From an optimization exercise on the open Yosys and OpenROAD flow, aimed at small area and a short achievable clock period; shortcuts taken in it are not production practice. No functional check of the RTL was part of any run shown here. Power and IR drop assume default switching activity.

## design.v

```verilog
module multiplier_int(clk, a, one, two, neg, b, p);
  input clk;
  input [15:0] a;
  input [7:0] one, two, neg;
  input [15:0] b;
  output [31:0] p;
  reg [15:0] a_r;
  reg [7:0] one_r, two_r, neg_r;
  wire pp0_0;
  wire pp0_1;
  wire pp0_2;
  wire pp0_3;
  wire pp0_4;
  wire pp0_5;
  wire pp0_6;
  wire pp0_7;
  wire pp0_8;
  wire pp0_9;
  wire pp0_10;
  wire pp0_11;
  wire pp0_12;
  wire pp0_13;
  wire pp0_14;
  wire pp0_15;
  wire pp0_16;
  wire pp1_0;
  wire pp1_1;
  wire pp1_2;
  wire pp1_3;
  wire pp1_4;
  wire pp1_5;
  wire pp1_6;
  wire pp1_7;
  wire pp1_8;
  wire pp1_9;
  wire pp1_10;
  wire pp1_11;
  wire pp1_12;
  wire pp1_13;
  wire pp1_14;
  wire pp1_15;
  wire pp1_16;
  wire pp2_0;
  wire pp2_1;
  wire pp2_2;
  wire pp2_3;
  wire pp2_4;
  wire pp2_5;
  wire pp2_6;
  wire pp2_7;
  wire pp2_8;
  wire pp2_9;
  wire pp2_10;
  wire pp2_11;
  wire pp2_12;
  wire pp2_13;
  wire pp2_14;
  wire pp2_15;
  wire pp2_16;
  wire pp3_0;
  wire pp3_1;
  wire pp3_2;
  wire pp3_3;
  wire pp3_4;
  wire pp3_5;
  wire pp3_6;
  wire pp3_7;
  wire pp3_8;
  wire pp3_9;
  wire pp3_10;
  wire pp3_11;
  wire pp3_12;
  wire pp3_13;
  wire pp3_14;
  wire pp3_15;
  wire pp3_16;
  wire pp4_0;
  wire pp4_1;
  wire pp4_2;
  wire pp4_3;
  wire pp4_4;
  wire pp4_5;
  wire pp4_6;
  wire pp4_7;
  wire pp4_8;
  wire pp4_9;
  wire pp4_10;
  wire pp4_11;
  wire pp4_12;
  wire pp4_13;
  wire pp4_14;
  wire pp4_15;
  wire pp4_16;
  wire pp5_0;
  wire pp5_1;
  wire pp5_2;
  wire pp5_3;
  wire pp5_4;
  wire pp5_5;
  wire pp5_6;
  wire pp5_7;
  wire pp5_8;
  wire pp5_9;
  wire pp5_10;
  wire pp5_11;
  wire pp5_12;
  wire pp5_13;
  wire pp5_14;
  wire pp5_15;
  wire pp5_16;
  wire pp6_0;
  wire pp6_1;
  wire pp6_2;
  wire pp6_3;
  wire pp6_4;
  wire pp6_5;
  wire pp6_6;
  wire pp6_7;
  wire pp6_8;
  wire pp6_9;
  wire pp6_10;
  wire pp6_11;
  wire pp6_12;
  wire pp6_13;
  wire pp6_14;
  wire pp6_15;
  wire pp6_16;
  wire pp7_0;
  wire pp7_1;
  wire pp7_2;
  wire pp7_3;
  wire pp7_4;
  wire pp7_5;
  wire pp7_6;
  wire pp7_7;
  wire pp7_8;
  wire pp7_9;
  wire pp7_10;
  wire pp7_11;
  wire pp7_12;
  wire pp7_13;
  wire pp7_14;
  wire pp7_15;
  wire pp7_16;
  wire s1;
  wire c2;
  wire s3;
  wire c4;
  wire s5;
  wire c6;
  wire s7;
  wire c8;
  wire s9;
  wire c10;
  wire s11;
  wire c12;
  wire s13;
  wire c14;
  wire s15;
  wire c16;
  wire s17;
  wire c18;
  wire s19;
  wire c20;
  wire s21;
  wire c22;
  wire s23;
  wire c24;
  wire s25;
  wire c26;
  wire s27;
  wire c28;
  wire s29;
  wire c30;
  wire s31;
  wire c32;
  wire s33;
  wire c34;
  wire s35;
  wire c36;
  wire s37;
  wire c38;
  wire s39;
  wire c40;
  wire s41;
  wire c42;
  wire s43;
  wire c44;
  wire s45;
  wire c46;
  wire s47;
  wire c48;
  wire s49;
  wire c50;
  wire s51;
  wire c52;
  wire s53;
  wire c54;
  wire s55;
  wire c56;
  wire s57;
  wire c58;
  wire s59;
  wire c60;
  wire s61;
  wire c62;
  wire s63;
  wire c64;
  wire s65;
  wire c66;
  wire s67;
  wire c68;
  wire s69;
  wire c70;
  wire s71;
  wire c72;
  wire s73;
  wire c74;
  wire s75;
  wire c76;
  wire s77;
  wire c78;
  wire s79;
  wire c80;
  wire s81;
  wire c82;
  wire s83;
  wire c84;
  wire s85;
  wire c86;
  wire s87;
  wire c88;
  wire s89;
  wire c90;
  wire s91;
  wire c92;
  wire s93;
  wire c94;
  wire s95;
  wire c96;
  wire s97;
  wire c98;
  wire s99;
  wire c100;
  wire s101;
  wire c102;
  wire s103;
  wire c104;
  wire s105;
  wire c106;
  wire s107;
  wire c108;
  wire s109;
  wire c110;
  wire s111;
  wire c112;
  wire s113;
  wire c114;
  wire s115;
  wire c116;
  wire s117;
  wire c118;
  wire s119;
  wire c120;
  wire s121;
  wire c122;
  wire s123;
  wire c124;
  wire s125;
  wire c126;
  wire s127;
  wire c128;
  wire s129;
  wire c130;
  wire s131;
  wire c132;
  wire s133;
  wire c134;
  wire s135;
  wire c136;
  wire s137;
  wire c138;
  wire s139;
  wire c140;
  wire s141;
  wire c142;
  wire s143;
  wire c144;
  wire s145;
  wire c146;
  wire s147;
  wire c148;
  wire s149;
  wire c150;
  wire s151;
  wire c152;
  wire s153;
  wire c154;
  wire s155;
  wire c156;
  wire s157;
  wire c158;
  wire s159;
  wire c160;
  wire s161;
  wire c162;
  wire s163;
  wire c164;
  wire s165;
  wire c166;
  wire s167;
  wire c168;
  wire s169;
  wire c170;
  wire s171;
  wire c172;
  wire s173;
  wire c174;
  wire s175;
  wire c176;
  wire s177;
  wire c178;
  wire s179;
  wire c180;
  wire s181;
  wire c182;
  wire s183;
  wire c184;
  wire s185;
  wire c186;
  wire s187;
  wire c188;
  wire s189;
  wire c190;
  wire s191;
  wire c192;
  wire s193;
  wire c194;
  wire s195;
  wire c196;
  wire s197;
  wire c198;
  wire s199;
  wire c200;
  wire s201;
  wire c202;
  wire s203;
  wire c204;
  wire s205;
  wire c206;
  wire s207;
  wire c208;
  wire s209;
  wire c210;
  wire s211;
  wire c212;
  wire s213;
  wire c214;
  wire s215;
  wire c216;
  wire s217;
  wire c218;
  wire s219;
  wire c220;
  wire s221;
  wire c222;
  wire s223;
  wire c224;
  reg t1_0_0;
  reg t1_0_1;
  reg t1_1_0;
  reg t1_2_0;
  reg t1_3_0;
  reg t1_4_0;
  reg t1_5_0;
  reg t1_5_1;
  reg t1_5_2;
  reg t1_6_0;
  reg t1_6_1;
  reg t1_7_0;
  reg t1_7_1;
  reg t1_8_0;
  reg t1_8_1;
  reg t1_9_0;
  reg t1_9_1;
  reg t1_10_0;
  reg t1_10_1;
  reg t1_11_0;
  reg t1_11_1;
  reg t1_12_0;
  reg t1_12_1;
  reg t1_13_0;
  reg t1_13_1;
  reg t1_13_2;
  reg t1_13_3;
  reg t1_14_0;
  reg t1_14_1;
  reg t1_14_2;
  reg t1_15_0;
  reg t1_15_1;
  reg t1_15_2;
  reg t1_16_0;
  reg t1_16_1;
  reg t1_16_2;
  reg t1_16_3;
  reg t1_17_0;
  reg t1_17_1;
  reg t1_17_2;
  reg t1_18_0;
  reg t1_18_1;
  reg t1_18_2;
  reg t1_18_3;
  reg t1_19_0;
  reg t1_19_1;
  reg t1_19_2;
  reg t1_20_0;
  reg t1_20_1;
  reg t1_21_0;
  reg t1_21_1;
  reg t1_22_0;
  reg t1_22_1;
  reg t1_22_2;
  reg t1_23_0;
  reg t1_23_1;
  reg t1_24_0;
  reg t1_24_1;
  reg t1_24_2;
  reg t1_25_0;
  reg t1_25_1;
  reg t1_26_0;
  reg t1_27_0;
  reg t1_27_1;
  reg t1_27_2;
  reg t1_28_0;
  reg t1_29_0;
  reg t1_30_0;
  reg t1_30_1;
  always @(posedge clk) begin
    a_r <= a;
    one_r <= one; two_r <= two; neg_r <= neg;
    t1_0_0 <= neg_r[0];
    t1_0_1 <= pp0_0;
    t1_1_0 <= pp0_1;
    t1_2_0 <= s1;
    t1_3_0 <= s3;
    t1_4_0 <= s7;
    t1_5_0 <= c6;
    t1_5_1 <= s9;
    t1_5_2 <= c8;
    t1_6_0 <= s11;
    t1_6_1 <= s13;
    t1_7_0 <= c14;
    t1_7_1 <= s17;
    t1_8_0 <= c18;
    t1_8_1 <= s23;
    t1_9_0 <= s27;
    t1_9_1 <= s29;
    t1_10_0 <= c30;
    t1_10_1 <= s37;
    t1_11_0 <= c38;
    t1_11_1 <= s45;
    t1_12_0 <= c46;
    t1_12_1 <= s55;
    t1_13_0 <= c54;
    t1_13_1 <= s61;
    t1_13_2 <= s63;
    t1_13_3 <= c56;
    t1_14_0 <= s71;
    t1_14_1 <= c64;
    t1_14_2 <= s73;
    t1_15_0 <= s81;
    t1_15_1 <= c74;
    t1_15_2 <= s83;
    t1_16_0 <= c82;
    t1_16_1 <= s91;
    t1_16_2 <= c84;
    t1_16_3 <= s93;
    t1_17_0 <= s101;
    t1_17_1 <= c94;
    t1_17_2 <= s103;
    t1_18_0 <= c102;
    t1_18_1 <= s109;
    t1_18_2 <= c104;
    t1_18_3 <= s111;
    t1_19_0 <= s117;
    t1_19_1 <= c112;
    t1_19_2 <= s119;
    t1_20_0 <= c120;
    t1_20_1 <= s127;
    t1_21_0 <= c128;
    t1_21_1 <= s135;
    t1_22_0 <= s139;
    t1_22_1 <= c136;
    t1_22_2 <= s141;
    t1_23_0 <= c142;
    t1_23_1 <= s147;
    t1_24_0 <= c146;
    t1_24_1 <= s151;
    t1_24_2 <= c148;
    t1_25_0 <= c152;
    t1_25_1 <= s155;
    t1_26_0 <= s159;
    t1_27_0 <= c158;
    t1_27_1 <= s161;
    t1_27_2 <= c160;
    t1_28_0 <= s163;
    t1_29_0 <= s165;
    t1_30_0 <= pp7_16;
    t1_30_1 <= c166;
  end
  assign pp0_0 = (one_r[0] & a_r[0]) ^ neg_r[0];
  assign pp0_1 = ((one_r[0] & a_r[1]) | (two_r[0] & a_r[0])) ^ neg_r[0];
  assign pp0_2 = ((one_r[0] & a_r[2]) | (two_r[0] & a_r[1])) ^ neg_r[0];
  assign pp0_3 = ((one_r[0] & a_r[3]) | (two_r[0] & a_r[2])) ^ neg_r[0];
  assign pp0_4 = ((one_r[0] & a_r[4]) | (two_r[0] & a_r[3])) ^ neg_r[0];
  assign pp0_5 = ((one_r[0] & a_r[5]) | (two_r[0] & a_r[4])) ^ neg_r[0];
  assign pp0_6 = ((one_r[0] & a_r[6]) | (two_r[0] & a_r[5])) ^ neg_r[0];
  assign pp0_7 = ((one_r[0] & a_r[7]) | (two_r[0] & a_r[6])) ^ neg_r[0];
  assign pp0_8 = ((one_r[0] & a_r[8]) | (two_r[0] & a_r[7])) ^ neg_r[0];
  assign pp0_9 = ((one_r[0] & a_r[9]) | (two_r[0] & a_r[8])) ^ neg_r[0];
  assign pp0_10 = ((one_r[0] & a_r[10]) | (two_r[0] & a_r[9])) ^ neg_r[0];
  assign pp0_11 = ((one_r[0] & a_r[11]) | (two_r[0] & a_r[10])) ^ neg_r[0];
  assign pp0_12 = ((one_r[0] & a_r[12]) | (two_r[0] & a_r[11])) ^ neg_r[0];
  assign pp0_13 = ((one_r[0] & a_r[13]) | (two_r[0] & a_r[12])) ^ neg_r[0];
  assign pp0_14 = ((one_r[0] & a_r[14]) | (two_r[0] & a_r[13])) ^ neg_r[0];
  assign pp0_15 = ((one_r[0] & a_r[15]) | (two_r[0] & a_r[14])) ^ neg_r[0];
  assign pp0_16 = ~(((one_r[0] & a_r[15]) | (two_r[0] & a_r[15])) ^ neg_r[0]);
  assign pp1_0 = (one_r[1] & a_r[0]) ^ neg_r[1];
  assign pp1_1 = ((one_r[1] & a_r[1]) | (two_r[1] & a_r[0])) ^ neg_r[1];
  assign pp1_2 = ((one_r[1] & a_r[2]) | (two_r[1] & a_r[1])) ^ neg_r[1];
  assign pp1_3 = ((one_r[1] & a_r[3]) | (two_r[1] & a_r[2])) ^ neg_r[1];
  assign pp1_4 = ((one_r[1] & a_r[4]) | (two_r[1] & a_r[3])) ^ neg_r[1];
  assign pp1_5 = ((one_r[1] & a_r[5]) | (two_r[1] & a_r[4])) ^ neg_r[1];
  assign pp1_6 = ((one_r[1] & a_r[6]) | (two_r[1] & a_r[5])) ^ neg_r[1];
  assign pp1_7 = ((one_r[1] & a_r[7]) | (two_r[1] & a_r[6])) ^ neg_r[1];
  assign pp1_8 = ((one_r[1] & a_r[8]) | (two_r[1] & a_r[7])) ^ neg_r[1];
  assign pp1_9 = ((one_r[1] & a_r[9]) | (two_r[1] & a_r[8])) ^ neg_r[1];
  assign pp1_10 = ((one_r[1] & a_r[10]) | (two_r[1] & a_r[9])) ^ neg_r[1];
  assign pp1_11 = ((one_r[1] & a_r[11]) | (two_r[1] & a_r[10])) ^ neg_r[1];
  assign pp1_12 = ((one_r[1] & a_r[12]) | (two_r[1] & a_r[11])) ^ neg_r[1];
  assign pp1_13 = ((one_r[1] & a_r[13]) | (two_r[1] & a_r[12])) ^ neg_r[1];
  assign pp1_14 = ((one_r[1] & a_r[14]) | (two_r[1] & a_r[13])) ^ neg_r[1];
  assign pp1_15 = ((one_r[1] & a_r[15]) | (two_r[1] & a_r[14])) ^ neg_r[1];
  assign pp1_16 = ~(((one_r[1] & a_r[15]) | (two_r[1] & a_r[15])) ^ neg_r[1]);
  assign pp2_0 = (one_r[2] & a_r[0]) ^ neg_r[2];
  assign pp2_1 = ((one_r[2] & a_r[1]) | (two_r[2] & a_r[0])) ^ neg_r[2];
  assign pp2_2 = ((one_r[2] & a_r[2]) | (two_r[2] & a_r[1])) ^ neg_r[2];
  assign pp2_3 = ((one_r[2] & a_r[3]) | (two_r[2] & a_r[2])) ^ neg_r[2];
  assign pp2_4 = ((one_r[2] & a_r[4]) | (two_r[2] & a_r[3])) ^ neg_r[2];
  assign pp2_5 = ((one_r[2] & a_r[5]) | (two_r[2] & a_r[4])) ^ neg_r[2];
  assign pp2_6 = ((one_r[2] & a_r[6]) | (two_r[2] & a_r[5])) ^ neg_r[2];
  assign pp2_7 = ((one_r[2] & a_r[7]) | (two_r[2] & a_r[6])) ^ neg_r[2];
  assign pp2_8 = ((one_r[2] & a_r[8]) | (two_r[2] & a_r[7])) ^ neg_r[2];
  assign pp2_9 = ((one_r[2] & a_r[9]) | (two_r[2] & a_r[8])) ^ neg_r[2];
  assign pp2_10 = ((one_r[2] & a_r[10]) | (two_r[2] & a_r[9])) ^ neg_r[2];
  assign pp2_11 = ((one_r[2] & a_r[11]) | (two_r[2] & a_r[10])) ^ neg_r[2];
  assign pp2_12 = ((one_r[2] & a_r[12]) | (two_r[2] & a_r[11])) ^ neg_r[2];
  assign pp2_13 = ((one_r[2] & a_r[13]) | (two_r[2] & a_r[12])) ^ neg_r[2];
  assign pp2_14 = ((one_r[2] & a_r[14]) | (two_r[2] & a_r[13])) ^ neg_r[2];
  assign pp2_15 = ((one_r[2] & a_r[15]) | (two_r[2] & a_r[14])) ^ neg_r[2];
  assign pp2_16 = ~(((one_r[2] & a_r[15]) | (two_r[2] & a_r[15])) ^ neg_r[2]);
  assign pp3_0 = (one_r[3] & a_r[0]) ^ neg_r[3];
  assign pp3_1 = ((one_r[3] & a_r[1]) | (two_r[3] & a_r[0])) ^ neg_r[3];
  assign pp3_2 = ((one_r[3] & a_r[2]) | (two_r[3] & a_r[1])) ^ neg_r[3];
  assign pp3_3 = ((one_r[3] & a_r[3]) | (two_r[3] & a_r[2])) ^ neg_r[3];
  assign pp3_4 = ((one_r[3] & a_r[4]) | (two_r[3] & a_r[3])) ^ neg_r[3];
  assign pp3_5 = ((one_r[3] & a_r[5]) | (two_r[3] & a_r[4])) ^ neg_r[3];
  assign pp3_6 = ((one_r[3] & a_r[6]) | (two_r[3] & a_r[5])) ^ neg_r[3];
  assign pp3_7 = ((one_r[3] & a_r[7]) | (two_r[3] & a_r[6])) ^ neg_r[3];
  assign pp3_8 = ((one_r[3] & a_r[8]) | (two_r[3] & a_r[7])) ^ neg_r[3];
  assign pp3_9 = ((one_r[3] & a_r[9]) | (two_r[3] & a_r[8])) ^ neg_r[3];
  assign pp3_10 = ((one_r[3] & a_r[10]) | (two_r[3] & a_r[9])) ^ neg_r[3];
  assign pp3_11 = ((one_r[3] & a_r[11]) | (two_r[3] & a_r[10])) ^ neg_r[3];
  assign pp3_12 = ((one_r[3] & a_r[12]) | (two_r[3] & a_r[11])) ^ neg_r[3];
  assign pp3_13 = ((one_r[3] & a_r[13]) | (two_r[3] & a_r[12])) ^ neg_r[3];
  assign pp3_14 = ((one_r[3] & a_r[14]) | (two_r[3] & a_r[13])) ^ neg_r[3];
  assign pp3_15 = ((one_r[3] & a_r[15]) | (two_r[3] & a_r[14])) ^ neg_r[3];
  assign pp3_16 = ~(((one_r[3] & a_r[15]) | (two_r[3] & a_r[15])) ^ neg_r[3]);
  assign pp4_0 = (one_r[4] & a_r[0]) ^ neg_r[4];
  assign pp4_1 = ((one_r[4] & a_r[1]) | (two_r[4] & a_r[0])) ^ neg_r[4];
  assign pp4_2 = ((one_r[4] & a_r[2]) | (two_r[4] & a_r[1])) ^ neg_r[4];
  assign pp4_3 = ((one_r[4] & a_r[3]) | (two_r[4] & a_r[2])) ^ neg_r[4];
  assign pp4_4 = ((one_r[4] & a_r[4]) | (two_r[4] & a_r[3])) ^ neg_r[4];
  assign pp4_5 = ((one_r[4] & a_r[5]) | (two_r[4] & a_r[4])) ^ neg_r[4];
  assign pp4_6 = ((one_r[4] & a_r[6]) | (two_r[4] & a_r[5])) ^ neg_r[4];
  assign pp4_7 = ((one_r[4] & a_r[7]) | (two_r[4] & a_r[6])) ^ neg_r[4];
  assign pp4_8 = ((one_r[4] & a_r[8]) | (two_r[4] & a_r[7])) ^ neg_r[4];
  assign pp4_9 = ((one_r[4] & a_r[9]) | (two_r[4] & a_r[8])) ^ neg_r[4];
  assign pp4_10 = ((one_r[4] & a_r[10]) | (two_r[4] & a_r[9])) ^ neg_r[4];
  assign pp4_11 = ((one_r[4] & a_r[11]) | (two_r[4] & a_r[10])) ^ neg_r[4];
  assign pp4_12 = ((one_r[4] & a_r[12]) | (two_r[4] & a_r[11])) ^ neg_r[4];
  assign pp4_13 = ((one_r[4] & a_r[13]) | (two_r[4] & a_r[12])) ^ neg_r[4];
  assign pp4_14 = ((one_r[4] & a_r[14]) | (two_r[4] & a_r[13])) ^ neg_r[4];
  assign pp4_15 = ((one_r[4] & a_r[15]) | (two_r[4] & a_r[14])) ^ neg_r[4];
  assign pp4_16 = ~(((one_r[4] & a_r[15]) | (two_r[4] & a_r[15])) ^ neg_r[4]);
  assign pp5_0 = (one_r[5] & a_r[0]) ^ neg_r[5];
  assign pp5_1 = ((one_r[5] & a_r[1]) | (two_r[5] & a_r[0])) ^ neg_r[5];
  assign pp5_2 = ((one_r[5] & a_r[2]) | (two_r[5] & a_r[1])) ^ neg_r[5];
  assign pp5_3 = ((one_r[5] & a_r[3]) | (two_r[5] & a_r[2])) ^ neg_r[5];
  assign pp5_4 = ((one_r[5] & a_r[4]) | (two_r[5] & a_r[3])) ^ neg_r[5];
  assign pp5_5 = ((one_r[5] & a_r[5]) | (two_r[5] & a_r[4])) ^ neg_r[5];
  assign pp5_6 = ((one_r[5] & a_r[6]) | (two_r[5] & a_r[5])) ^ neg_r[5];
  assign pp5_7 = ((one_r[5] & a_r[7]) | (two_r[5] & a_r[6])) ^ neg_r[5];
  assign pp5_8 = ((one_r[5] & a_r[8]) | (two_r[5] & a_r[7])) ^ neg_r[5];
  assign pp5_9 = ((one_r[5] & a_r[9]) | (two_r[5] & a_r[8])) ^ neg_r[5];
  assign pp5_10 = ((one_r[5] & a_r[10]) | (two_r[5] & a_r[9])) ^ neg_r[5];
  assign pp5_11 = ((one_r[5] & a_r[11]) | (two_r[5] & a_r[10])) ^ neg_r[5];
  assign pp5_12 = ((one_r[5] & a_r[12]) | (two_r[5] & a_r[11])) ^ neg_r[5];
  assign pp5_13 = ((one_r[5] & a_r[13]) | (two_r[5] & a_r[12])) ^ neg_r[5];
  assign pp5_14 = ((one_r[5] & a_r[14]) | (two_r[5] & a_r[13])) ^ neg_r[5];
  assign pp5_15 = ((one_r[5] & a_r[15]) | (two_r[5] & a_r[14])) ^ neg_r[5];
  assign pp5_16 = ~(((one_r[5] & a_r[15]) | (two_r[5] & a_r[15])) ^ neg_r[5]);
  assign pp6_0 = (one_r[6] & a_r[0]) ^ neg_r[6];
  assign pp6_1 = ((one_r[6] & a_r[1]) | (two_r[6] & a_r[0])) ^ neg_r[6];
  assign pp6_2 = ((one_r[6] & a_r[2]) | (two_r[6] & a_r[1])) ^ neg_r[6];
  assign pp6_3 = ((one_r[6] & a_r[3]) | (two_r[6] & a_r[2])) ^ neg_r[6];
  assign pp6_4 = ((one_r[6] & a_r[4]) | (two_r[6] & a_r[3])) ^ neg_r[6];
  assign pp6_5 = ((one_r[6] & a_r[5]) | (two_r[6] & a_r[4])) ^ neg_r[6];
  assign pp6_6 = ((one_r[6] & a_r[6]) | (two_r[6] & a_r[5])) ^ neg_r[6];
  assign pp6_7 = ((one_r[6] & a_r[7]) | (two_r[6] & a_r[6])) ^ neg_r[6];
  assign pp6_8 = ((one_r[6] & a_r[8]) | (two_r[6] & a_r[7])) ^ neg_r[6];
  assign pp6_9 = ((one_r[6] & a_r[9]) | (two_r[6] & a_r[8])) ^ neg_r[6];
  assign pp6_10 = ((one_r[6] & a_r[10]) | (two_r[6] & a_r[9])) ^ neg_r[6];
  assign pp6_11 = ((one_r[6] & a_r[11]) | (two_r[6] & a_r[10])) ^ neg_r[6];
  assign pp6_12 = ((one_r[6] & a_r[12]) | (two_r[6] & a_r[11])) ^ neg_r[6];
  assign pp6_13 = ((one_r[6] & a_r[13]) | (two_r[6] & a_r[12])) ^ neg_r[6];
  assign pp6_14 = ((one_r[6] & a_r[14]) | (two_r[6] & a_r[13])) ^ neg_r[6];
  assign pp6_15 = ((one_r[6] & a_r[15]) | (two_r[6] & a_r[14])) ^ neg_r[6];
  assign pp6_16 = ~(((one_r[6] & a_r[15]) | (two_r[6] & a_r[15])) ^ neg_r[6]);
  assign pp7_0 = (one_r[7] & a_r[0]) ^ neg_r[7];
  assign pp7_1 = ((one_r[7] & a_r[1]) | (two_r[7] & a_r[0])) ^ neg_r[7];
  assign pp7_2 = ((one_r[7] & a_r[2]) | (two_r[7] & a_r[1])) ^ neg_r[7];
  assign pp7_3 = ((one_r[7] & a_r[3]) | (two_r[7] & a_r[2])) ^ neg_r[7];
  assign pp7_4 = ((one_r[7] & a_r[4]) | (two_r[7] & a_r[3])) ^ neg_r[7];
  assign pp7_5 = ((one_r[7] & a_r[5]) | (two_r[7] & a_r[4])) ^ neg_r[7];
  assign pp7_6 = ((one_r[7] & a_r[6]) | (two_r[7] & a_r[5])) ^ neg_r[7];
  assign pp7_7 = ((one_r[7] & a_r[7]) | (two_r[7] & a_r[6])) ^ neg_r[7];
  assign pp7_8 = ((one_r[7] & a_r[8]) | (two_r[7] & a_r[7])) ^ neg_r[7];
  assign pp7_9 = ((one_r[7] & a_r[9]) | (two_r[7] & a_r[8])) ^ neg_r[7];
  assign pp7_10 = ((one_r[7] & a_r[10]) | (two_r[7] & a_r[9])) ^ neg_r[7];
  assign pp7_11 = ((one_r[7] & a_r[11]) | (two_r[7] & a_r[10])) ^ neg_r[7];
  assign pp7_12 = ((one_r[7] & a_r[12]) | (two_r[7] & a_r[11])) ^ neg_r[7];
  assign pp7_13 = ((one_r[7] & a_r[13]) | (two_r[7] & a_r[12])) ^ neg_r[7];
  assign pp7_14 = ((one_r[7] & a_r[14]) | (two_r[7] & a_r[13])) ^ neg_r[7];
  assign pp7_15 = ((one_r[7] & a_r[15]) | (two_r[7] & a_r[14])) ^ neg_r[7];
  assign pp7_16 = ~(((one_r[7] & a_r[15]) | (two_r[7] & a_r[15])) ^ neg_r[7]);
  assign s1 = neg_r[1] ^ pp0_2 ^ pp1_0;
  assign c2 = (neg_r[1] & pp0_2) | (neg_r[1] & pp1_0) | (pp0_2 & pp1_0);
  assign s3 = pp0_3 ^ pp1_1 ^ c2;
  assign c4 = (pp0_3 & pp1_1) | (pp0_3 & c2) | (pp1_1 & c2);
  assign s5 = neg_r[2] ^ pp0_4 ^ pp1_2;
  assign c6 = (neg_r[2] & pp0_4) | (neg_r[2] & pp1_2) | (pp0_4 & pp1_2);
  assign s7 = pp2_0 ^ s5 ^ c4;
  assign c8 = (pp2_0 & s5) | (pp2_0 & c4) | (s5 & c4);
  assign s9 = pp0_5 ^ pp1_3 ^ pp2_1;
  assign c10 = (pp0_5 & pp1_3) | (pp0_5 & pp2_1) | (pp1_3 & pp2_1);
  assign s11 = neg_r[3] ^ pp0_6 ^ pp1_4;
  assign c12 = (neg_r[3] & pp0_6) | (neg_r[3] & pp1_4) | (pp0_6 & pp1_4);
  assign s13 = pp2_2 ^ pp3_0 ^ c10;
  assign c14 = (pp2_2 & pp3_0) | (pp2_2 & c10) | (pp3_0 & c10);
  assign s15 = pp0_7 ^ pp1_5 ^ pp2_3;
  assign c16 = (pp0_7 & pp1_5) | (pp0_7 & pp2_3) | (pp1_5 & pp2_3);
  assign s17 = pp3_1 ^ c12 ^ s15;
  assign c18 = (pp3_1 & c12) | (pp3_1 & s15) | (c12 & s15);
  assign s19 = neg_r[4] ^ pp0_8 ^ pp1_6;
  assign c20 = (neg_r[4] & pp0_8) | (neg_r[4] & pp1_6) | (pp0_8 & pp1_6);
  assign s21 = pp2_4 ^ pp3_2 ^ pp4_0;
  assign c22 = (pp2_4 & pp3_2) | (pp2_4 & pp4_0) | (pp3_2 & pp4_0);
  assign s23 = c16 ^ s19 ^ s21;
  assign c24 = (c16 & s19) | (c16 & s21) | (s19 & s21);
  assign s25 = pp0_9 ^ pp1_7 ^ pp2_5;
  assign c26 = (pp0_9 & pp1_7) | (pp0_9 & pp2_5) | (pp1_7 & pp2_5);
  assign s27 = pp3_3 ^ pp4_1 ^ c20;
  assign c28 = (pp3_3 & pp4_1) | (pp3_3 & c20) | (pp4_1 & c20);
  assign s29 = c22 ^ s25 ^ c24;
  assign c30 = (c22 & s25) | (c22 & c24) | (s25 & c24);
  assign s31 = neg_r[5] ^ pp0_10 ^ pp1_8;
  assign c32 = (neg_r[5] & pp0_10) | (neg_r[5] & pp1_8) | (pp0_10 & pp1_8);
  assign s33 = pp2_6 ^ pp3_4 ^ pp4_2;
  assign c34 = (pp2_6 & pp3_4) | (pp2_6 & pp4_2) | (pp3_4 & pp4_2);
  assign s35 = pp5_0 ^ c26 ^ s31;
  assign c36 = (pp5_0 & c26) | (pp5_0 & s31) | (c26 & s31);
  assign s37 = s33 ^ c28 ^ s35;
  assign c38 = (s33 & c28) | (s33 & s35) | (c28 & s35);
  assign s39 = pp0_11 ^ pp1_9 ^ pp2_7;
  assign c40 = (pp0_11 & pp1_9) | (pp0_11 & pp2_7) | (pp1_9 & pp2_7);
  assign s41 = pp3_5 ^ pp4_3 ^ pp5_1;
  assign c42 = (pp3_5 & pp4_3) | (pp3_5 & pp5_1) | (pp4_3 & pp5_1);
  assign s43 = c32 ^ c34 ^ s39;
  assign c44 = (c32 & c34) | (c32 & s39) | (c34 & s39);
  assign s45 = s41 ^ c36 ^ s43;
  assign c46 = (s41 & c36) | (s41 & s43) | (c36 & s43);
  assign s47 = neg_r[6] ^ pp0_12 ^ pp1_10;
  assign c48 = (neg_r[6] & pp0_12) | (neg_r[6] & pp1_10) | (pp0_12 & pp1_10);
  assign s49 = pp2_8 ^ pp3_6 ^ pp4_4;
  assign c50 = (pp2_8 & pp3_6) | (pp2_8 & pp4_4) | (pp3_6 & pp4_4);
  assign s51 = pp5_2 ^ pp6_0 ^ c40;
  assign c52 = (pp5_2 & pp6_0) | (pp5_2 & c40) | (pp6_0 & c40);
  assign s53 = c42 ^ s47 ^ s49;
  assign c54 = (c42 & s47) | (c42 & s49) | (s47 & s49);
  assign s55 = c44 ^ s51 ^ s53;
  assign c56 = (c44 & s51) | (c44 & s53) | (s51 & s53);
  assign s57 = pp0_13 ^ pp1_11 ^ pp2_9;
  assign c58 = (pp0_13 & pp1_11) | (pp0_13 & pp2_9) | (pp1_11 & pp2_9);
  assign s59 = pp3_7 ^ pp4_5 ^ pp5_3;
  assign c60 = (pp3_7 & pp4_5) | (pp3_7 & pp5_3) | (pp4_5 & pp5_3);
  assign s61 = pp6_1 ^ c48 ^ c50;
  assign c62 = (pp6_1 & c48) | (pp6_1 & c50) | (c48 & c50);
  assign s63 = s57 ^ s59 ^ c52;
  assign c64 = (s57 & s59) | (s57 & c52) | (s59 & c52);
  assign s65 = neg_r[7] ^ pp0_14 ^ pp1_12;
  assign c66 = (neg_r[7] & pp0_14) | (neg_r[7] & pp1_12) | (pp0_14 & pp1_12);
  assign s67 = pp2_10 ^ pp3_8 ^ pp4_6;
  assign c68 = (pp2_10 & pp3_8) | (pp2_10 & pp4_6) | (pp3_8 & pp4_6);
  assign s69 = pp5_4 ^ pp6_2 ^ pp7_0;
  assign c70 = (pp5_4 & pp6_2) | (pp5_4 & pp7_0) | (pp6_2 & pp7_0);
  assign s71 = c58 ^ c60 ^ s65;
  assign c72 = (c58 & c60) | (c58 & s65) | (c60 & s65);
  assign s73 = s67 ^ s69 ^ c62;
  assign c74 = (s67 & s69) | (s67 & c62) | (s69 & c62);
  assign s75 = pp0_15 ^ pp1_13 ^ pp2_11;
  assign c76 = (pp0_15 & pp1_13) | (pp0_15 & pp2_11) | (pp1_13 & pp2_11);
  assign s77 = pp3_9 ^ pp4_7 ^ pp5_5;
  assign c78 = (pp3_9 & pp4_7) | (pp3_9 & pp5_5) | (pp4_7 & pp5_5);
  assign s79 = pp6_3 ^ pp7_1 ^ c66;
  assign c80 = (pp6_3 & pp7_1) | (pp6_3 & c66) | (pp7_1 & c66);
  assign s81 = c68 ^ c70 ^ s75;
  assign c82 = (c68 & c70) | (c68 & s75) | (c70 & s75);
  assign s83 = s77 ^ c72 ^ s79;
  assign c84 = (s77 & c72) | (s77 & s79) | (c72 & s79);
  assign s85 = 1'b1 ^ pp0_16 ^ pp1_14;
  assign c86 = (1'b1 & pp0_16) | (1'b1 & pp1_14) | (pp0_16 & pp1_14);
  assign s87 = pp2_12 ^ pp3_10 ^ pp4_8;
  assign c88 = (pp2_12 & pp3_10) | (pp2_12 & pp4_8) | (pp3_10 & pp4_8);
  assign s89 = pp5_6 ^ pp6_4 ^ pp7_2;
  assign c90 = (pp5_6 & pp6_4) | (pp5_6 & pp7_2) | (pp6_4 & pp7_2);
  assign s91 = c76 ^ c78 ^ s85;
  assign c92 = (c76 & c78) | (c76 & s85) | (c78 & s85);
  assign s93 = s87 ^ s89 ^ c80;
  assign c94 = (s87 & s89) | (s87 & c80) | (s89 & c80);
  assign s95 = 1'b1 ^ pp1_15 ^ pp2_13;
  assign c96 = (1'b1 & pp1_15) | (1'b1 & pp2_13) | (pp1_15 & pp2_13);
  assign s97 = pp3_11 ^ pp4_9 ^ pp5_7;
  assign c98 = (pp3_11 & pp4_9) | (pp3_11 & pp5_7) | (pp4_9 & pp5_7);
  assign s99 = pp6_5 ^ pp7_3 ^ c86;
  assign c100 = (pp6_5 & pp7_3) | (pp6_5 & c86) | (pp7_3 & c86);
  assign s101 = c88 ^ c90 ^ s95;
  assign c102 = (c88 & c90) | (c88 & s95) | (c90 & s95);
  assign s103 = s97 ^ c92 ^ s99;
  assign c104 = (s97 & c92) | (s97 & s99) | (c92 & s99);
  assign s105 = pp1_16 ^ pp2_14 ^ pp3_12;
  assign c106 = (pp1_16 & pp2_14) | (pp1_16 & pp3_12) | (pp2_14 & pp3_12);
  assign s107 = pp4_10 ^ pp5_8 ^ pp6_6;
  assign c108 = (pp4_10 & pp5_8) | (pp4_10 & pp6_6) | (pp5_8 & pp6_6);
  assign s109 = pp7_4 ^ c96 ^ c98;
  assign c110 = (pp7_4 & c96) | (pp7_4 & c98) | (c96 & c98);
  assign s111 = s105 ^ s107 ^ c100;
  assign c112 = (s105 & s107) | (s105 & c100) | (s107 & c100);
  assign s113 = 1'b1 ^ pp2_15 ^ pp3_13;
  assign c114 = (1'b1 & pp2_15) | (1'b1 & pp3_13) | (pp2_15 & pp3_13);
  assign s115 = pp4_11 ^ pp5_9 ^ pp6_7;
  assign c116 = (pp4_11 & pp5_9) | (pp4_11 & pp6_7) | (pp5_9 & pp6_7);
  assign s117 = pp7_5 ^ c106 ^ c108;
  assign c118 = (pp7_5 & c106) | (pp7_5 & c108) | (c106 & c108);
  assign s119 = s113 ^ s115 ^ c110;
  assign c120 = (s113 & s115) | (s113 & c110) | (s115 & c110);
  assign s121 = pp2_16 ^ pp3_14 ^ pp4_12;
  assign c122 = (pp2_16 & pp3_14) | (pp2_16 & pp4_12) | (pp3_14 & pp4_12);
  assign s123 = pp5_10 ^ pp6_8 ^ pp7_6;
  assign c124 = (pp5_10 & pp6_8) | (pp5_10 & pp7_6) | (pp6_8 & pp7_6);
  assign s125 = c114 ^ c116 ^ s121;
  assign c126 = (c114 & c116) | (c114 & s121) | (c116 & s121);
  assign s127 = s123 ^ c118 ^ s125;
  assign c128 = (s123 & c118) | (s123 & s125) | (c118 & s125);
  assign s129 = 1'b1 ^ pp3_15 ^ pp4_13;
  assign c130 = (1'b1 & pp3_15) | (1'b1 & pp4_13) | (pp3_15 & pp4_13);
  assign s131 = pp5_11 ^ pp6_9 ^ pp7_7;
  assign c132 = (pp5_11 & pp6_9) | (pp5_11 & pp7_7) | (pp6_9 & pp7_7);
  assign s133 = c122 ^ c124 ^ s129;
  assign c134 = (c122 & c124) | (c122 & s129) | (c124 & s129);
  assign s135 = s131 ^ c126 ^ s133;
  assign c136 = (s131 & c126) | (s131 & s133) | (c126 & s133);
  assign s137 = pp3_16 ^ pp4_14 ^ pp5_12;
  assign c138 = (pp3_16 & pp4_14) | (pp3_16 & pp5_12) | (pp4_14 & pp5_12);
  assign s139 = pp6_10 ^ pp7_8 ^ c130;
  assign c140 = (pp6_10 & pp7_8) | (pp6_10 & c130) | (pp7_8 & c130);
  assign s141 = c132 ^ s137 ^ c134;
  assign c142 = (c132 & s137) | (c132 & c134) | (s137 & c134);
  assign s143 = 1'b1 ^ pp4_15 ^ pp5_13;
  assign c144 = (1'b1 & pp4_15) | (1'b1 & pp5_13) | (pp4_15 & pp5_13);
  assign s145 = pp6_11 ^ pp7_9 ^ c138;
  assign c146 = (pp6_11 & pp7_9) | (pp6_11 & c138) | (pp7_9 & c138);
  assign s147 = s143 ^ c140 ^ s145;
  assign c148 = (s143 & c140) | (s143 & s145) | (c140 & s145);
  assign s149 = pp4_16 ^ pp5_14 ^ pp6_12;
  assign c150 = (pp4_16 & pp5_14) | (pp4_16 & pp6_12) | (pp5_14 & pp6_12);
  assign s151 = pp7_10 ^ c144 ^ s149;
  assign c152 = (pp7_10 & c144) | (pp7_10 & s149) | (c144 & s149);
  assign s153 = 1'b1 ^ pp5_15 ^ pp6_13;
  assign c154 = (1'b1 & pp5_15) | (1'b1 & pp6_13) | (pp5_15 & pp6_13);
  assign s155 = pp7_11 ^ c150 ^ s153;
  assign c156 = (pp7_11 & c150) | (pp7_11 & s153) | (c150 & s153);
  assign s157 = pp5_16 ^ pp6_14 ^ pp7_12;
  assign c158 = (pp5_16 & pp6_14) | (pp5_16 & pp7_12) | (pp6_14 & pp7_12);
  assign s159 = c154 ^ s157 ^ c156;
  assign c160 = (c154 & s157) | (c154 & c156) | (s157 & c156);
  assign s161 = 1'b1 ^ pp6_15 ^ pp7_13;
  assign c162 = (1'b1 & pp6_15) | (1'b1 & pp7_13) | (pp6_15 & pp7_13);
  assign s163 = pp6_16 ^ pp7_14 ^ c162;
  assign c164 = (pp6_16 & pp7_14) | (pp6_16 & c162) | (pp7_14 & c162);
  assign s165 = 1'b1 ^ pp7_15 ^ c164;
  assign c166 = (1'b1 & pp7_15) | (1'b1 & c164) | (pp7_15 & c164);
  assign s167 = t1_13_0 ^ t1_13_1;
  assign c168 = t1_13_0 & t1_13_1;
  assign s169 = t1_14_0 ^ t1_14_1;
  assign c170 = t1_14_0 & t1_14_1;
  assign s171 = t1_15_0 ^ t1_15_1;
  assign c172 = t1_15_0 & t1_15_1;
  assign s173 = t1_16_0 ^ t1_16_1 ^ t1_16_2;
  assign c174 = (t1_16_0 & t1_16_1) | (t1_16_0 & t1_16_2) | (t1_16_1 & t1_16_2);
  assign s175 = t1_17_0 ^ t1_17_1;
  assign c176 = t1_17_0 & t1_17_1;
  assign s177 = t1_18_0 ^ t1_18_1 ^ t1_18_2;
  assign c178 = (t1_18_0 & t1_18_1) | (t1_18_0 & t1_18_2) | (t1_18_1 & t1_18_2);
  assign s179 = t1_19_0 ^ t1_19_1;
  assign c180 = t1_19_0 & t1_19_1;
  assign s181 = t1_5_0 ^ t1_5_1;
  assign c182 = t1_5_0 & t1_5_1;
  assign s183 = t1_6_0 ^ t1_6_1;
  assign c184 = t1_6_0 & t1_6_1;
  assign s185 = t1_7_0 ^ t1_7_1;
  assign c186 = t1_7_0 & t1_7_1;
  assign s187 = t1_8_0 ^ t1_8_1;
  assign c188 = t1_8_0 & t1_8_1;
  assign s189 = t1_9_0 ^ t1_9_1;
  assign c190 = t1_9_0 & t1_9_1;
  assign s191 = t1_10_0 ^ t1_10_1;
  assign c192 = t1_10_0 & t1_10_1;
  assign s193 = t1_11_0 ^ t1_11_1;
  assign c194 = t1_11_0 & t1_11_1;
  assign s195 = t1_12_0 ^ t1_12_1;
  assign c196 = t1_12_0 & t1_12_1;
  assign s197 = s167 ^ t1_13_2 ^ t1_13_3;
  assign c198 = (s167 & t1_13_2) | (s167 & t1_13_3) | (t1_13_2 & t1_13_3);
  assign s199 = s169 ^ t1_14_2 ^ c168;
  assign c200 = (s169 & t1_14_2) | (s169 & c168) | (t1_14_2 & c168);
  assign s201 = s171 ^ t1_15_2 ^ c170;
  assign c202 = (s171 & t1_15_2) | (s171 & c170) | (t1_15_2 & c170);
  assign s203 = s173 ^ t1_16_3 ^ c172;
  assign c204 = (s173 & t1_16_3) | (s173 & c172) | (t1_16_3 & c172);
  assign s205 = s175 ^ t1_17_2 ^ c174;
  assign c206 = (s175 & t1_17_2) | (s175 & c174) | (t1_17_2 & c174);
  assign s207 = s177 ^ t1_18_3 ^ c176;
  assign c208 = (s177 & t1_18_3) | (s177 & c176) | (t1_18_3 & c176);
  assign s209 = s179 ^ t1_19_2 ^ c178;
  assign c210 = (s179 & t1_19_2) | (s179 & c178) | (t1_19_2 & c178);
  assign s211 = t1_20_0 ^ t1_20_1 ^ c180;
  assign c212 = (t1_20_0 & t1_20_1) | (t1_20_0 & c180) | (t1_20_1 & c180);
  assign s213 = t1_21_0 ^ t1_21_1;
  assign c214 = t1_21_0 & t1_21_1;
  assign s215 = t1_22_0 ^ t1_22_1 ^ t1_22_2;
  assign c216 = (t1_22_0 & t1_22_1) | (t1_22_0 & t1_22_2) | (t1_22_1 & t1_22_2);
  assign s217 = t1_23_0 ^ t1_23_1;
  assign c218 = t1_23_0 & t1_23_1;
  assign s219 = t1_24_0 ^ t1_24_1 ^ t1_24_2;
  assign c220 = (t1_24_0 & t1_24_1) | (t1_24_0 & t1_24_2) | (t1_24_1 & t1_24_2);
  assign s221 = t1_25_0 ^ t1_25_1;
  assign c222 = t1_25_0 & t1_25_1;
  assign s223 = t1_27_0 ^ t1_27_1;
  assign c224 = t1_27_0 & t1_27_1;
  wire [31:0] rowA = {1'b1, t1_30_0, t1_29_0, t1_28_0, s223, t1_26_0, s221, s219, s217, s215, s213, s211, s209, s207, s205, s203, s201, s199, s197, s195, s193, s191, s189, s187, s185, s183, s181, t1_4_0, t1_3_0, t1_2_0, t1_1_0, t1_0_0};
  wire [31:0] rowB = {1'b0, t1_30_1, 1'b0, c224, t1_27_2, c222, c220, c218, c216, c214, c212, c210, c208, c206, c204, c202, c200, c198, c196, c194, c192, c190, c188, c186, c184, c182, t1_5_2, 1'b0, 1'b0, 1'b0, 1'b0, t1_0_1};
  assign p = rowA + rowB;
endmodule
module multiply_accumulate(
  clk,
  aresetn,
  reset,
  data,
  multi,
  result,
  overflow
);
  parameter I_OPP_W = 16;
  parameter O_OPP_W = 2 * I_OPP_W;
  input clk;
  input aresetn;
  input reset;
  input [I_OPP_W - 1:0] data;
  input [I_OPP_W - 1:0] multi;
  output reg [O_OPP_W - 1:0] result;
  output reg overflow;
  wire [16:0] bx = {multi, 1'b0};
  wire [7:0] one, two, neg;
  genvar g;
  generate for (g = 0; g < 8; g = g + 1) begin : enc
    assign one[g] = bx[2*g+1] ^ bx[2*g];
    assign two[g] = (bx[2*g+2] & ~bx[2*g+1] & ~bx[2*g]) | (~bx[2*g+2] & bx[2*g+1] & bx[2*g]);
    assign neg[g] = bx[2*g+2];
  end endgenerate
  wire [31:0] prod;
  multiplier_int u0(.clk(clk), .a(data), .one(one), .two(two), .neg(neg), .b(multi), .p(prod));
  localparam ND = 15;
  reg [30:0] pd [0:ND-2];
  integer i;
  always @(posedge clk) begin
    pd[0] <= prod[30:0];
    for (i = 1; i < ND - 1; i = i + 1)
      pd[i] <= pd[i-1];
  end
  wire [30:0] pp = pd[ND-2];
  wire [31:0] pfull = {pp[30] & (|pp[29:0]), pp};
  reg [4:0] cnt;
  reg [31:0] q;
  always @(posedge clk, negedge aresetn) begin
    if (aresetn == 0) begin
      cnt <= 0;
      q <= 0;
    end else begin
      if (cnt != 5'd16)
        cnt <= cnt + 5'd1;
      q <= (cnt == 5'd16) ? pfull : 32'd0;
    end
  end
  always @(posedge clk, negedge aresetn) begin
    if (aresetn == 0) begin
      result <= 0;
      overflow <= 0;
    end else if (reset == 1) begin
      result <= 0;
      overflow <= 0;
    end else begin
      result <= result + q;
      overflow <= result[O_OPP_W - 1] ^ q[31];
    end
  end
endmodule
```

## config.mk

```make
export PLATFORM = sky130hd
export DESIGN_NAME = multiply_accumulate
export DESIGN_NICKNAME = multiply_accumulate
export VERILOG_FILES = /design/flow/design.v
export SDC_FILE = /design/flow/constraint.sdc
export NUM_CORES = 4
export LEC_CHECK = 0
export CAP_MARGIN = 20
export CORE_MARGIN = 2
export CORE_UTILIZATION = 65
export CTS_BUF_LIST = sky130_fd_sc_hd__clkbuf_8
export CTS_CLUSTER_DIAMETER = 60
export CTS_CLUSTER_SIZE = 15
export SETUP_SLACK_MARGIN = 2.0
export SLEW_MARGIN = 20
```

## run.sh

```bash
#!/bin/bash
# synth_recipe.tcl (not shown) runs the flow's synth.tcl, then flattens the netlist and writes it again
# the make line also repeats each setting of config.mk as NAME=value (left out here)
make -C /OpenROAD-flow-scripts/flow DESIGN_CONFIG=/design/flow/config.mk WORK_HOME=/design/flow/orfs CLKGATE_MAP_FILE= SYNTH_SCRIPT=/design/flow/synth_recipe.tcl finish
```

## constraint.sdc

```tcl
create_clock -name core_clock -period 4.5 [get_ports {clk}]
set_input_delay 0.9000 -clock core_clock [delete_from_list [all_inputs] [get_ports {clk}]]
set_output_delay 0.9000 -clock core_clock [all_outputs]
set_load 0.01 [all_outputs]
```

==> impl_results.md, run 1 <==
* Slew margin rel. at 0.493
* Clock root cell: clkbuf_8
* Final cell count without fillers at between 2000 and 2500
* Area leader, netlist: dfxtp_1
* Switching share of power at 0.362
* Max IR drop VDD at between 0.5 and 0.6 mV
* Fillers at approximately 2100
* Routed wl met3 at a little under 2000 µm
* Largest net degree at the start of global routing at 40
* Clock Latency Late Sink at 0.63 ns
* Number of H-tree levels at 2
* Post-synth EDFFs at 0
* CTS tree: yes
* Tot GR Track Use at 0.224
* DRT met1 WL at 15600 µm
* MaxCap Viol Count at 0
* Layout cell share with drive strength beyond 1 at 0.159
* First-pass GRT wire length at around 60000 µm
* IO Pins at 68
* Mapped Area at approximately 21000 µm²
* GPL Wtd Cong at about 0.94
* Max Clock Skew at around 0.033 ns
* Die ar. at 34300 µm²
* Reg2reg start: u0.t1_16_2
* Starting DRT DRC Count at a little under 700
* LEAKAGE at 0.0106 µW
* R2R setup slack at around 1.6 ns
* Site row count at between 60 and 70
* Asr flop ratio synth at 0.114
* Status: finished clean
* CP required at ~5.0 ns
* CTS Buffer Depth at 3
* Slew @ Worst Pin at between 0.7 and 0.8 ns
* Ys flop type: dfxtp_1
* Initial Utilization at 0.657
* Critical R2R Capture: pd[0][27]
* Sequential share of power at 0.408
* Post-synthesis sequential area ratio at 0.592
* Initial antenna violation count at 0
* Syn Nets at 1941
* Combinational power share at 0.461
* Most frequent cell after synthesis: dfxtp_1
* CP Launch Type: flip-flop
* Unrepaired setup endpoints after global routing: yes
* Power after layout at approximately 22000 µW
* Highest clock rate at approximately 0.34 GHz
* Crit path kind: reg -> reg
* Hold crit path type: reg -> reg
* Setup TNS at 0 ns
* R2R cell count at 9
* Most common library cells after synthesis: 543 x dfxtp_1, 128 x xnor2_1, 122 x a22oi_1
* Ys Warns at 3
* Remaining DRCs at 0
* Post-synth cell types at 52
* Port buffer count at 67
* Core Box Area at between 30000 and 40000 µm²
* Area share of the largest cell type after synthesis at 0.510
* CTS Buf Count at 50
* Die Wd at 185 µm
* Number of diodes at 0
* Max Slew Vio Count at 0
* Final setup fails at 0
* DR WL/cell at ~17 µm
* Yosys reg bits at roughly 600
* Power Density at roughly 890 nW/µm²
* Vias per cell at roughly 5.4
* Crit path max fanout at 5
* Total gr overflow at 0
* CP Data Arrival Time at ~3.4 ns
* Critical Path Sink Type: flip-flop
* WL met2 at slightly below 20000 µm
* Clock network fraction of total power at 0.131
* Min Tclk post-route at between 2 and 3 ns
* Crit. Startpoint: u0.t1_16_2
* Gate count after technology mapping at about 1700
* Via Count at approximately 13000
* Vias in the first global route at between 10000 and 15000
* Max layer used: met4
* Fin crit share at 0.651
* Clock sinks at slightly above 600
* Chip height at 185 µm
* Total Nets Final at between 2000 and 2500
* P_int at 13900 µW
* Post-DP HPWL at ~26000 µm
* Final ANT Viol Nets at 0
* Clock slew at reported path FFs at about 0.080 ns
* Placed cells at about 2200
* Post-Route WL at 38700 µm
* Avg Inst Size Synth at about 12 µm²
* Area growth, synth to finish at 15.2%
* Crit path capture: pd[0][27]
* Synth area leaders: dfxtp_1 51%, dfrtp_1 8.2%, fa_1 8.2%
* Pre-antenna DRT Iters at 6
* Switching pwr at a little under 8000 µW
* Final Hold Fails at 0
[what timing repair did]
action / CTS / global route
hold buffers: 0 / 0
setup endpoints to repair: 69 / 51
setup buffers: 23 / 54
gates resized for setup: 132 / 77
pin swaps: 32 / 35
[cells by family (layout without fill, tap and decap cells)]
family          Yosys count  count (layout)  share of synthesized area
flops                   613             613                      0.592
buf+inv                 195             326                     0.0343
compound gates          321             321                      0.103
mux                       9               9                    0.00475
fa+ha+maj               171             171                      0.131
simple gates            233             233                     0.0552
xor+xnor                193             193                     0.0793
[how the worst min path moves through the flow]
stage / from / end / slack, ns / depth (start not counted)
3_3_place_gp: pd[8][4] / pd[9][4] / 0.31 / 0
6_report: pd[5][18] / pd[6][18] / 0.32 / 0
3_5_place_dp: pd[9][10] / pd[10][10] / 0.31 / 0
4_1_cts: aresetn / q[10] / 0.31 / 1
2_1_floorplan: pd[9][0] / pd[10][0] / 0.31 / 0
5_1_grt: pd[5][18] / pd[6][18] / 0.31 / 0
[per-layer routing]
metal  up-vias  track usage
li1       6000            -
met1      5968        0.263
met2       458        0.402
met3       142       0.0395
met4         0        0.102
met5         -            0
[flip-flops by register name (all words and copies together) (netlist names), 5 cells and up]
signal,count
u0.one_r,8
cnt,5
u0.neg_r,8
pd,434
q,32
u0.two_r,8
result,32
u0.a_r,16
[power by group through the flow]
stage	Combinational [µW]	Clock, µW	Sequential (µW)
2_1_floorplan	6550	0	8680
5_1_grt	11000	3170	9130
3_3_place_gp	8260	0	8900
6_report	10100	2850	8900
4_1_cts	9330	2960	8950
3_5_place_dp	8410	0	9060
[per-stage QoR]
| step | cell area, µm² | hold WS, ns | setup WS, ns | util |
|---|---|---|---|---|
| CTS | 23900 | 0.311 | 1.65 | 0.735 |
| global route | 24500 | 0.315 | 1.53 | 0.756 |
| finish | 24500 | 0.315 | 1.57 | 0.756 |
| global placement | 22400 | 0.310 | 1.57 | 0.690 |
| floorplan | 21600 | 0.310 | 1.88 | - |
| detailed placement | 22400 | 0.312 | 1.45 | 0.690 |
[worst max-delay path, cell delays in order, from the launching register on]
cell	delay, ns
dfxtp_2	0.34
fa_2	0.57
fa_1	0.45
ha_4	0.33
nand3_1	0.25
o21ai_2	0.26
o31ai_4	0.10
nor4_2	0.22
o22ai_1	0.15
xnor2_1	0.14
[cell type report]
type | instances | area [µm²] | area share
clock inverter | 22 | 204 | 0.00831
tap | 442 | 553 | 0.0225
clock buffer | 51 | 702 | 0.0286
multi-input combinational | 927 | 8610 | 0.351
sequential | 613 | 12800 | 0.520
inverter | 101 | 385 | 0.0157
timing repair buffer | 152 | 1340 | 0.0544
[layout by cell type, fill, tap and decap left out, types with 42 or more instances in the layout]
cell	count
dfxtp_1	503
xnor2_1	125
a22oi_1	110
inv_1	107
fa_1	84
buf_4	75
ha_1	69
dfrtp_1	69
xor2_1	65
nor2_1	55
clkbuf_8	51
clkdlybuf4s50_1	44
nand2_1	42
==> run 2: changes to the inputs <==
--- a/config.mk
+++ b/config.mk
@@ -12,4 +12,5 @@
 export CTS_CLUSTER_DIAMETER = 60
 export CTS_CLUSTER_SIZE = 15
-export SETUP_SLACK_MARGIN = 2.0
+export SETUP_SLACK_MARGIN = 2.2
 export SLEW_MARGIN = 20
+export TNS_END_PERCENT = 0
==> impl_results.md, run 2 <==
* Max IR drop VDD at between 0.5 and 0.6 mV
* Final Hold Fails at 0
* CTS Buffer Depth at 3
* Fillers at 2252
* Largest net degree at the start of global routing at 45
* Setup WS post-layout at around 1.6 ns
* Min Tclk post-route at around 2.9 ns
* Commonest non-fill, non-tap cell in the layout: dfxtp_1
* Crit. Startpoint: u0.neg_r[3]
* CTS Buf Count at ~50
* Max Slew Vio Count at 0
* Crit-path leading delay family: adder cells
* Area share of the largest cell type after synthesis at 0.510
* Layout cell share with drive strength beyond 1 at 0.0664
* Asr flop ratio synth at 0.114
* Chip height at around 190 µm
* Top cell by count, worst path: fa_1
* Clock sinks at between 600 and 700
* DR WL/cell at 16.4 µm
* Crit path max fanout at 10
* Fin crit share at 0.652
* Core Box Area at approximately 32000 µm²
* Area leader, netlist: dfxtp_1
* Port buffer count at 67
* Post-synthesis sequential area ratio at 0.592
* Die Wd at about 190 µm
* Post-synth EDFFs at 0
* Mapped Area at 21300 µm²
* Clock Latency Late Sink at between 0.6 and 0.7 ns
* CP Data Arrival Time at between 3 and 4 ns
* Bufs and invs on worst path at 2
* Final ANT Viol Nets at 0
* Setup TNS at 0 ns
* Ys flop type: dfxtp_1
* Unrepaired setup endpoints after global routing: yes
* Synth area leaders: dfxtp_1 51%, dfrtp_1 8.2%, fa_1 8.2%
* Syn Nets at just under 2000
* IO Pins at approximately 70
* CTS tree: yes
* Avg Inst Size Synth at roughly 12 µm²
* Post-synth cell types at 52
* Yosys reg bits at 613
* Reg2reg start: u0.neg_r[3]
* Final setup fails at 0
* Slew margin rel. at 0.321
* Worst path cell trace: inv_2, xnor2_1, fa_1, fa_1, inv_1, fa_1
* Max reg flops at approximately 430
* Most frequent cells in the layout: 542 x dfxtp_1, 128 x xnor2_1, 121 x a22oi_1, 108 x inv_1, 87 x fa_1
* Maximum cell stage delay along the critical path at ~0.77 ns
* Most common library cells after synthesis: 543 x dfxtp_1, 128 x xnor2_1, 122 x a22oi_1
* MaxCap Viol Count at 0
* Number of diodes at 0
* Post-Route WL at around 37000 µm
* Slowest stage cell, crit path: dfxtp_1
* GPL Wtd Cong at just over 0.9
* Site row count at 66
* Initial antenna violation count at 0
* CP required at ~5.0 ns
* Tot GR Track Use at 0.223
* Post-DP HPWL at between 20000 and 30000 µm
* Gate count after technology mapping at 1735
* Total Nets Final at 1977
* First-pass GRT wire length at slightly above 60000 µm
* Ys Warns at 3
* Vias in the first global route at roughly 12000
* Via Count at 12100
* Status: finished clean
* Slew @ Worst Pin at 1.02 ns
* DP Worst Slack at ~1.4 ns
* Area growth, synth to finish at 9.40%
* Number of H-tree levels at 2
* Remaining DRCs at 0
* Vias per cell at 5.40
* Starting DRT DRC Count at around 600
* Clock root cell: clkbuf_8
* Total gr overflow at 0
* CP Launch Type: flip-flop
* Reg with most FFs: pd
* Hold slack at approximately 0.30 ns
* Max Clock Skew at around 0.027 ns
* Initial Utilization at 0.657
* Crit path kind: reg -> reg
* LEAKAGE at about 0.01 µW
* Pre-antenna DRT Iters at 6
* Power Density at about 870 nW/µm²
* Highest clock rate at roughly 0.34 GHz
* Hold crit path type: in -> async
* Die ar. at roughly 34000 µm²
* Biggest regs: pd (434), q (32), result (32)
* Critical Path Sink Type: flip-flop
* Most frequent cell after synthesis: dfxtp_1
* Clock slew at reported path FFs at ~0.09 ns
run 2: repair_timing:
item | in CTS | in global routing
pin swaps | 1 | 3
cloned | 0 | 0
gates resized for setup | 7 | 10
endpoints found under the setup margin | 116 | 127
buffers inserted | 0 | 3
hold buffers | 0 | 0
hold endpoints to repair | 0 | 0
run 2: layout make-up:
class / instances / area (µm²) / share of cell area
Clock buffer: 52 / 716 / 0.0307
Clock inverter: 23 / 168 / 0.00719
Inverter: 101 / 379 / 0.0163
Multi-Input combinational cell: 927 / 8140 / 0.349
Sequential cell: 613 / 12600 / 0.541
Tap cell: 442 / 553 / 0.0237
Timing Repair Buffer: 77 / 743 / 0.0319
run 2: worst register-to-register path: cells and delay by family (launching register included):
| family | cells | cell delay [ns] |
|---|---|---|
| flops | 1 | 0.77 |
| buf+inv | 2 | 0.39 |
| fa+ha+maj | 3 | 1.43 |
| xor+xnor | 1 | 0.24 |
run 2: kinds of logic after synthesis:
family	synth area share
DFF	0.592
xor gates and xnor gates	0.0793
muxes	0.00475
and+or+nand+nor	0.0552
adders and majority gates	0.131
AOI/OAI and AO/OA	0.103
buffers and inverters	0.0343
run 2: metal layers:
layer / track usage / part of all wire / wire length, µm
met1: 0.264 / 0.41 / 15000
met2: 0.407 / 0.51 / 18900
met3: 0.0334 / 0.052 / 1920
met4: 0.0870 / 0.027 / 977
met5: 0 / 0 / 0
run 2: power by group:
part / total, µW / internal [µW] / switching (µW)
combinational: 8510 / 3810 / 4700
sequential: 8920 / 8050 / 867
clock: 2760 / 1100 / 1660
total: 20200 / 13000 / 7230
run 2: stage by stage:
stage	area [µm²]	instances	power, µW	utilization
2_1_floorplan	21500	1735	15000	-
4_1_cts	23300	2232	20200	0.717
3_3_place_gp	22300	2157	17100	0.689
5_1_grt	23300	2235	21800	0.719
6_report	23300	2235	20200	0.719
3_5_place_dp	22300	2157	17300	0.689
run 2: path summary, 6_finish.rpt:
path	cells past startpoint	endpoint	slack, ns
min in group core_clock	0	pd[12][15]	0.32
max reg2reg	6	u0.t1_11_1	1.57
max in group asynchronous	2	result[12]	3.42
max	6	u0.t1_11_1	1.57
min reg2reg	0	pd[12][15]	0.32
min	1	result[4]	0.30

static timing again, ports no longer ideal:
Ports are ideal in the flow. The routed layouts listed here were re-timed in OpenROAD. Step 1 (the two cells are an assumption about what drives the block):
set clk [get_ports {clk}]
set_driving_cell -lib_cell sky130_fd_sc_hd__clkbuf_16 $clk
set_driving_cell -lib_cell sky130_fd_sc_hd__buf_2 [delete_from_list [all_inputs] $clk]
Step 2 times the ports against the registers' clock, not the clock port: input delays grow and output delays shrink by t, the midpoint of the rising clock arrivals with the driver on. a / b / c = no drivers / after step 1 / after step 2; a / b = the first two.
run	shift t [ns]	setup slack, ns	hold slack, ns	worst setup path at the end
run 1	0.659	1.572 / 1.572 / 1.572	0.315 / 0.311 / 0.315	register to register
run 2	0.651	1.566 / 1.566 / 1.566	0.295 / 0.274 / 0.319	register to register
After both steps every run listed still meets setup and hold.
